Background: an optimization exercise with open tools, aiming at small area. Do not read the settings as production practice.
RTL that was checked went through simulation tests only; none was proved equivalent to the original.
The clock input has no modelled driver; a real chip could not lean on it and would need a root buffer or a full tree.
Power figures rest on the tool's default switching activity, not on a simulated workload.

==> module HW_PWM, before the edit <==
module HW_PWM(
input clk,
input reset,
input Colour_input,
output reg [19:0] High_Count,
output reg [19:0] Low_Count
            );
reg PrevPwm;
reg [19:0] nCount;              
wire [19:0] Count = ~nCount;
wire rise = Colour_input & ~PrevPwm;
wire fall = ~Colour_input & PrevPwm;
wire run  = reset & ~(Colour_input ^ PrevPwm);    
wire ld_high   = reset & fall;
wire hold_high = reset & ~fall;
wire ld_low    = reset & rise;
wire hold_low  = reset & ~rise;
wire [19:0] c;
wire [4:0]  g;                 
wire [4:0]  p;                 
genvar j;
generate
    for (j = 0; j < 5; j = j + 1) begin : grp
        assign g[j] = &Count[4*j+3:4*j];
        assign c[4*j]   = p[j];
        assign c[4*j+1] = p[j] & Count[4*j];
        assign c[4*j+2] = p[j] & (&Count[4*j+1:4*j]);
        assign c[4*j+3] = p[j] & (&Count[4*j+2:4*j]);
    end
endgenerate
assign p[0] = 1'b1;
assign p[1] = g[0];
assign p[2] = &g[1:0];
assign p[3] = &g[2:0];
assign p[4] = &g[3:0];
always @(posedge clk) begin
    PrevPwm    <= reset & Colour_input;
    nCount     <= ~({20{run}} & (Count ^ c));
    High_Count <= ({20{ld_high}} & Count) | ({20{hold_high}} & High_Count);
    Low_Count  <= ({20{ld_low}}  & Count) | ({20{hold_low}}  & Low_Count);
end
endmodule
export LEC_CHECK = 0
export CAP_MARGIN = 20
export CORE_MARGIN = 2
export CORE_UTILIZATION = 55
export GPL_TIMING_DRIVEN = 0
export PLACE_DENSITY = 0.7000000000000001
export SETUP_SLACK_MARGIN = -0.05
export SLEW_MARGIN = 20
create_clock -name core_clock -period 2.0 [get_ports {clk}]
standard.sh (not shown) runs the stock make flow with config.mk's settings and CLKGATE_MAP_FILE= SYNTH_SCRIPT=/design/flow/synth_recipe.tcl, a recipe that flattens the netlist after the stock synthesis.
==> flow/flow/run.sh <==
#!/bin/bash
# Own layout flow: the standard ORFS flow (standard.sh) with these changes:
#  - synthesis: the standard flow's synth_recipe.tcl (ORFS synthesis, flip-flop mapping,
#    flatten and renames unchanged), except that the logic is mapped by ABC
#    with the area-oriented script flow/area.abc and without the slow nor4
#    cells, and ORFS's half/full-adder extraction is off (ADDER_MAP_FILE=);
#  - the port buffers are the smallest buffer cell (buf_1);
#  - the clock tree is built by hand from inverters (flow/cts_hook.tcl);
#  - the global-route stage recovers area on non-critical gates
#    (RECOVER_POWER), and timing repair stops at the margin in config.mk.
# make's output goes to flow_make.log here; ORFS writes each step's tool log
# under orfs/logs.
set -euo pipefail
W="$(cd "$(dirname "$0")/.." && pwd)"
cd "$W"
{
  echo "proc abc {args} {"
  echo "  set i [lsearch -exact \$args -script]"
  echo "  if {\$i >= 0} { lset args [expr {\$i + 1}] $W/flow/area.abc }"
  echo "  yosys abc {*}\$args -dont_use sky130_fd_sc_hd__nor4_*"
  echo "}"
  cat synth_recipe.tcl
} > area_synth.tcl
bash standard.sh finish \
  "SYNTH_SCRIPT=$W/area_synth.tcl" \
  "ADDER_MAP_FILE=" \
  "BUFFER_PORTS_ARGS=-buffer_cell sky130_fd_sc_hd__buf_1" \
  "RECOVER_POWER=100" \
  "PRE_CTS_TCL=$W/flow/cts_hook.tcl" \
  > flow_make.log 2>&1
Other scripts of this flow, unchanged in this note and not shown: flow/flow/area.abc, flow/flow/cts_hook.tcl, flow/flow/manual_cts.tcl
The baseline produced a layout that fails on setup timing.
Rerun with:
--- a/flow/design.v
+++ b/flow/design.v
@@ -24,6 +24,5 @@
             );
 reg PrevPwm;
-reg [19:0] nCount;              
-wire [19:0] Count = ~nCount;
+reg [19:0] Count;
 wire rise = Colour_input & ~PrevPwm;
 wire fall = ~Colour_input & PrevPwm;
@@ -53,5 +52,5 @@
 always @(posedge clk) begin
     PrevPwm    <= reset & Colour_input;
-    nCount     <= ~({20{run}} & (Count ^ c));
+    Count      <= {20{run}} & (Count ^ c);
     High_Count <= ({20{ld_high}} & Count) | ({20{hold_high}} & High_Count);
     Low_Count  <= ({20{ld_low}}  & Count) | ({20{hold_low}}  & Low_Count);
Outcome: The new run finished clean. Sequential share of layout area went up by 3.5 points. Worst setup slack gains 740 ps. Design area went down by a few percent. Final cell count went down by about a fifth. Clock power barely changes. Power went up slightly. Area after synthesis went up slightly. Global-route usage went down by 0.64 points. Flip-flop and latch count stays the same.
No functional check of the RTL was part of the first run of this note. No run of this note takes its clock network from TritonCTS; it comes from the design's own scripts or RTL.

afterwards: timing with drivers on the ports:
Ports are ideal in the flow. The routed layouts listed here were re-timed in OpenROAD.
Step 1: set_driving_cell puts a clkbuf_16 on clk and a buf_2 on each other input, an assumption about the parent block.
Step 2, shift: input delay + t, output delay - t, t = (earliest + latest rising clock arrival at the registers) / 2. This alone moves slack from input paths to output paths.
Slacks: ideal / step 1 / step 2; pairs: ideal / step 1.
| run | t (ns) | setup WS [ns] | slew at the worst register clock pin (ns) | worst slew at a driven data input, ns |
|---|---|---|---|---|
| the first run | 0.274 | -0.620 / -0.620 / -0.620 | 0.10 / 0.10 | 0.06 |
| the second run | 0.278 | 0.123 / 0.123 / -0.133 | 0.11 / 0.11 | 0.05 |
With both steps, setup timing fails in the second run, where it was met with ideal ports. For the second run, which loses most, drivers alone change the setup slack by 0.000 ns; drivers and shift together by -0.256 ns.
